Context: an optimization exercise on an open-source flow, tuned for small area, a short achievable clock period and few clock cycles per item. The choices shown serve that exercise and are no tape-out recipe.
Where RTL was checked, it was by simulation tests only, not by an equivalence proof against the original.
No activity file was given, so power comes from the tool's default toggle rates.

## red
Design MODULE_STATIC_PROCESS, start of the top module:
module MODULE_STATIC_PROCESS (
    input clk,
    input rst,
    input [3:0] state_info,
    input [11:0] read_from_aux,
    input [11:0] read_from_ram,
    output reg [11:0] write2aux,
    output reg [11:0] write2ram,
    output reg [9:0] write2aux_addr,
    output reg [9:0] read_from_aux_addr,
    output reg [18:0] write2ram_addr,
    output reg [18:0] read_from_ram_addr,
    output reg ena_write_ram,
    output done
);
localparam [2:0] S_IDLE = 3'd0, S_FILT = 3'd1, S_HCLR = 3'd2, S_HCNT = 3'd3,
                 S_TA   = 3'd4, S_TC   = 3'd5, S_TW   = 3'd6, S_DONE = 3'd7;
reg [2:0] state;
reg       done_r;
assign done = done_r;
reg [3:0] st;             
reg [1:0] op;             
wire op_blur   = (op == 2'd2);
wire op_emboss = (op == 2'd3);
wire [18:0] t = read_from_ram_addr;
wire [9:0]  ra = read_from_aux_addr;
wire in_filt = (state == S_FILT);
wire in_hcnt = (state == S_HCNT);
reg [11:0] px;
wire [3:0] R = px[11:8], G = px[7:4], B = px[3:0];
wire [47:0]  hR_T, hB_T;
wire [63:0]  hG_T;
wire [111:0] rR_T, rG_T, rB_T;
genvar gi;
generate
  for (gi = 0; gi < 16; gi = gi + 1) begin : tabs
    assign hR_T[gi*3 +: 3] = (30 * gi) / 100;
    assign hG_T[gi*4 +: 4] = (59 * gi) / 100;
    assign hB_T[gi*3 +: 3] = (11 * gi) / 100;
    assign rR_T[gi*7 +: 7] = (30 * gi) % 100;
    assign rG_T[gi*7 +: 7] = (59 * gi) % 100;
    assign rB_T[gi*7 +: 7] = (11 * gi) % 100;
  end
endgenerate
wire [2:0] hR = hR_T[R*3 +: 3], hB = hB_T[B*3 +: 3];
wire [3:0] hG = hG_T[G*4 +: 4];
wire [6:0] rR = rR_T[R*7 +: 7], rG = rG_T[G*7 +: 7], rB = rB_T[B*7 +: 7];
wire [8:0] sr = rR + rG + rB;
wire c2 = (sr >= 9'd200), c1 = (sr >= 9'd100);
  ...
Size in the first run: ~220 flip-flops, roughly 14,000 µm² of cells after synthesis.
==> flow/config.mk <==
export PLATFORM = sky130hd
export DESIGN_NAME = MODULE_STATIC_PROCESS
export DESIGN_NICKNAME = MODULE_STATIC_PROCESS
export VERILOG_FILES = /design/flow/design.v
export SDC_FILE = /design/flow/constraint.sdc
export NUM_CORES = 4
export LEC_CHECK = 0
export CAP_MARGIN = 20
export CORE_MARGIN = 2
export CORE_UTILIZATION = 40
export PLACE_DENSITY = 0.6
export SLEW_MARGIN = 20
==> flow/constraint.sdc <==
create_clock -name core_clock -period 29.0 [get_ports {clk}]
set_input_delay 5.8000 -clock core_clock [delete_from_list [all_inputs] [get_ports {clk}]]
set_output_delay 5.8000 -clock core_clock [all_outputs]
set_load 0.01 [all_outputs]
run.sh (not shown) runs the stock make flow with config.mk's settings and CLKGATE_MAP_FILE= SYNTH_SCRIPT=/design/flow/synth_recipe.tcl, a recipe that flattens the netlist after the stock synthesis.
red: no failed stages, no open violations at the end
### red -> blue
==> flow/flow/run.sh (new file) <==
#!/bin/bash
# Standard ORFS layout, with timing repair asked to leave 21.5 ns of setup
# slack at the design's 29 ns clock (the margin ORFS documents for finding a
# design's minimum period without editing the SDC).
set -euo pipefail
bash standard.sh SETUP_SLACK_MARGIN=21.5 finish > standard.log 2>&1
==> flow/standard.sh (new file) <==
#!/bin/bash
# synth_recipe.tcl (not shown) runs the flow's synth.tcl, then flattens the netlist and writes it again
# the make line also repeats each setting of config.mk as NAME=value (left out here)
make -C /OpenROAD-flow-scripts/flow DESIGN_CONFIG=/design/flow/config.mk WORK_HOME=/design/flow/orfs CLKGATE_MAP_FILE= SYNTH_SCRIPT=/design/flow/synth_recipe.tcl "${@:-finish}"
removed: flow/run.sh
### Flow results
blue vs. red: total leakage power now larger, final area rose by 1.6%.
blue and red ended up with roughly the same global routing usage on met3.
Looking at relative slew slack across red and blue, the one that comes out lower is red.
Comparing blue against red, there is no change at all in overall die area.
Looking at red and blue, the clock share of power is a wash.
Diff red -> blue | share of power burned in combinational logic | increase of 1.0 points
As far as worst hold margin is concerned, red and blue perform about the same.
blue ends up with lower fraction of area in multi-input gates than red does.
blue — post-route fraction of the period consumed by the critical path 0.92 points lower, red as reference
The inputs of green differ from those of blue as listed below.
==> flow/flow/run.sh <==
#!/bin/bash
# Standard ORFS layout, with timing repair asked to leave extra setup slack
# at the design's 29 ns clock (the margin ORFS documents for finding a
# design's minimum period without editing the SDC), and port buffers of a
# stronger cell.
set -euo pipefail
bash standard.sh SETUP_SLACK_MARGIN=23 "BUFFER_PORTS_ARGS=-buffer_cell sky130_fd_sc_hd__buf_4" finish > standard.log 2>&1
### Flow results
green: all stages complete, timing, DRC and antenna checks passed. Changes observed in green relative to blue: slack of the worst reg-to-reg path rose by 0.59 ns, proportion of layout cells with a drive suffix above 1 moved up, fraction of power consumed by sequential logic down 0.7 points. Of the two values seen for endpoint of the most critical setup path, read_from_ram_addr[4] was produced by blue and write2aux_addr[4] by green. When green is set beside blue, its clock network power consumption turns out to be about 12% smaller. Relative to blue, the met3 routing resource usage after global routing of green is higher by 0.36 points. On cell total after placement, green and blue are basically level. Power per cell area on green is down relative to blue.
Function was not checked in any run of this note: the RTL went through the layout flow alone.

---

## run A
MODULE_STATIC_PROCESS, a different RTL version from the one above (not shown whole).
Size in the first run: about 1400 cells after synthesis, about 170 flip-flops, ~110 I/O pins, roughly 12000 µm² of cells after synthesis.
clock: 29.0 ns
lec_check: 0
cap_margin: 20
core_margin: 2
core_utilization: 40
cts_buf_list: sky130_fd_sc_hd__clkbuf_8
cts_cluster_diameter: 150
cts_cluster_size: 40
place_density: 0.6
slew_margin: 20
standard.sh (not shown) runs the stock make flow with config.mk's settings and CLKGATE_MAP_FILE= SYNTH_SCRIPT=/design/flow/synth_recipe.tcl, a recipe that flattens the netlist after the stock synthesis.
==> flow/flow/run.sh <==
#!/bin/bash
# Standard ORFS layout, with timing repair asked to leave extra setup slack
# at the design's 29 ns clock (the margin ORFS documents for finding a
# design's minimum period without editing the SDC), and port buffers of a
# stronger cell than the default pick.
set -euo pipefail
bash standard.sh SETUP_SLACK_MARGIN=22 "BUFFER_PORTS_ARGS=-buffer_cell sky130_fd_sc_hd__buf_2" finish > standard.log 2>&1
Testbench counts of run A, summed over its fixed seeds: cycles 5,411,422, frames 16.
For run B, these inputs were changed with respect to run A:
- swapping 0.6 for 0.7 in PLACE_DENSITY
- clearing CTS_CLUSTER_SIZE, which used to be 40
- swapping 40 for 55 in CORE_UTILIZATION
- clearing CTS_CLUSTER_DIAMETER, which used to be 150
Notes after the runs:
- The utilization reported for run B is greater than that of run A by 16 points.
- On global routing usage on met1: between run A and run B, it ends up higher for run B.
- Run B — met3 usage 1.3 points higher, run A as reference
- Diff run A and run B: count of clock-buffer cells in the layout lower in run A
- Between run A and run B, the non-clock buffer count is lower for run B.
- As far as post-synthesis share of cell area spent on full adders, half adders and majority gates goes, run A and run B are indistinguishable; the numbers are identical.
- Run B: global-route usage higher than run A
- Looking at post-synthesis to final-layout area growth, run B sits 2.1 points below run A.
- Compared with run A, in run B combinational power held steady; starting utilization of the core area up 15 points.
- | detailed-routed wire length on met2 | higher: run A |
Setup changes, run B to run C
- swapping 0.7 for 0.6 in PLACE_DENSITY
- clearing CTS_BUF_LIST, which used to be sky130_fd_sc_hd__clkbuf_8
- swapping 55 for 40 in CORE_UTILIZATION
==> run summary <==
Run C went all the way through synthesis, placement and routing and the layout is clean on timing, DRC and antenna.
Run C reports a lower combinational power than run B does.
Run C reports a higher growth of design area from synthesis to finish than run B does.
Between run B and run C, the flow reports cell count of the worst reg-to-reg path decreasing by a few percent.
Run C: final cell count higher than run B
Compared with run B, in run C non-clock buffer count in the final layout -5.4%, setup TNS ~0 delta.
Of run B and run C, run C shows the higher number of diodes, with run B below it.
Taking run B as the reference point, the global router's overall resource usage of run C falls by 7.2 points.
Between run C and run B, the share of the clock period used by the worst path after layout figures differ only marginally.
On run C: power share of the clock group is 3.9 points higher than what run B gave.

---

## alpha
Another version of the RTL of MODULE_STATIC_PROCESS (not shown whole).
Size: roughly 180 flip-flops, ~110 I/O pins.
clock: 29.0 ns
lec_check: 0
cap_margin: 20
core_margin: 2
core_utilization: 40
place_density: 0.6
slew_margin: 20
==> flow/flow/run.sh <==
#!/bin/bash
# Standard ORFS layout, with timing repair asked to leave extra setup slack
# at the design's 29 ns clock (the margin ORFS documents for finding a
# design's minimum period without editing the SDC), and port buffers of a
# stronger cell than the default pick.
set -euo pipefail
bash standard.sh SETUP_SLACK_MARGIN=22 "BUFFER_PORTS_ARGS=-buffer_cell sky130_fd_sc_hd__buf_4" finish > standard.log 2>&1
alpha went all the way through the flow, and no timing, DRC or antenna check failed.
Testbench counts of alpha, summed over its fixed seeds: cycles 5,410,382, frames 16.
The following lists how beta was set up differently from alpha:
-- flow/flow/run.sh --
<<< alpha, line 6
set -euo pipefail
bash standard.sh SETUP_SLACK_MARGIN=22 "BUFFER_PORTS_ARGS=-buffer_cell sky130_fd_sc_hd__buf_4" finish > standard.log 2>&1
>>> beta, line 6
set -euo pipefail
bash standard.sh SETUP_SLACK_MARGIN=22 "BUFFER_PORTS_ARGS=-buffer_cell sky130_fd_sc_hd__buf_2" finish > standard.log 2>&1
==> run summary <==
[compare] base=alpha new=beta: overall power of the completed layout now sits lower; flip-flop and latch count now sits at about the same level; worst relative slew slack now sits lower. Post-route minimum period delta (beta − alpha): unfavourable. Slew at the pin closest to its max-slew limit in beta is 210 ps above alpha. Global-route track usage on met1 for beta is lower than for alpha. Post-placement setup slack ends up higher on beta.
Relative to beta, the following input files were edited for gamma:
- a change of PLACE_DENSITY from 0.6 to 0.75
- a change of CORE_UTILIZATION from 40 to 65
Notes after the runs:
Having completed the whole flow, gamma delivered a layout that passed the timing, DRC and antenna checks. Compared with beta, gamma shows post-layout instance area that has gone down slightly. The launching element of the worst setup path comes out read_from_ram_addr[7] in one run and read_from_aux_addr[2] in the other, namely in gamma and beta respectively. [compare] base=beta new=gamma: sequential share of layout area went up 0.31 points; via count went up 2.9%. From beta to gamma the numbers moved as follows: clock buffer and inverter area fraction after layout rose 0.29 points, placed cell area now sits lower. gamma vs beta, total of cells resized after clock tree synthesis went down by 1.
Modified inputs, delta compared to gamma
- CTS_BUF_LIST newly set to sky130_fd_sc_hd__clkbuf_4 sky130_fd_sc_hd__clkbuf_8
## What came out
- No stage failed in delta, and the final checks on the layout all came back clean.
- The clock input transition at the sequential cells of the worst setup and hold paths of delta is higher than that of gamma.
- delta does better than gamma on hold slack.
- delta against gamma: critical-path maximum fanout down 7; core utilization flat.
- Last element of the critical path: read_from_ram_addr[7] -> gamma, read_from_aux_addr[2] -> delta
- On post-layout minimum cycle time, the lower figure sits with gamma, not delta.

==> port drivers added, routing unchanged <==
In the flow no input, the clock included, has a driving cell. The finished layouts below were timed again as built, in two steps. Step 1 (the two cells are an assumption about what drives the block):
set clk [get_ports {clk}]
set_driving_cell -lib_cell sky130_fd_sc_hd__clkbuf_16 $clk
set_driving_cell -lib_cell sky130_fd_sc_hd__buf_2 [delete_from_list [all_inputs] $clk]
Step 2 adds t to the input delays and takes it off the output delays; t is the mean of the earliest and latest rising clock arrival at the registers after step 1. Input paths then give back, and output paths get back, about the clock's delay inside the block. Slacks: ideal / step 1 / step 2; pairs: ideal / step 1.
run	t (ns)	setup slack, ns	slew at the worst register clock pin (ns)	cell pins on the clock port's net
red	0.601	21.274 / 21.222 / 21.823	0.06 / 0.06	1
blue	0.601	21.540 / 21.487 / 22.089	0.06 / 0.06	1
green	0.605	21.969 / 21.915 / 22.520	0.07 / 0.07	1
run A	0.506	22.053 / 22.007 / 21.649	0.10 / 0.10	1
run B	0.515	22.027 / 21.981 / 21.547	0.11 / 0.11	1
run C	0.481	22.032 / 21.984 / 21.631	0.08 / 0.08	1
alpha	0.492	22.029 / 21.979 / 21.692	0.08 / 0.08	1
beta	0.500	22.023 / 21.970 / 21.732	0.08 / 0.08	1
gamma	0.477	22.016 / 21.969 / 21.714	0.08 / 0.08	1
delta	0.527	22.008 / 21.964 / 21.698	0.11 / 0.11	1
After both steps setup and hold are still met in every run listed. For run B, which loses most, drivers alone change the setup slack by -0.046 ns; drivers and shift together by -0.480 ns.
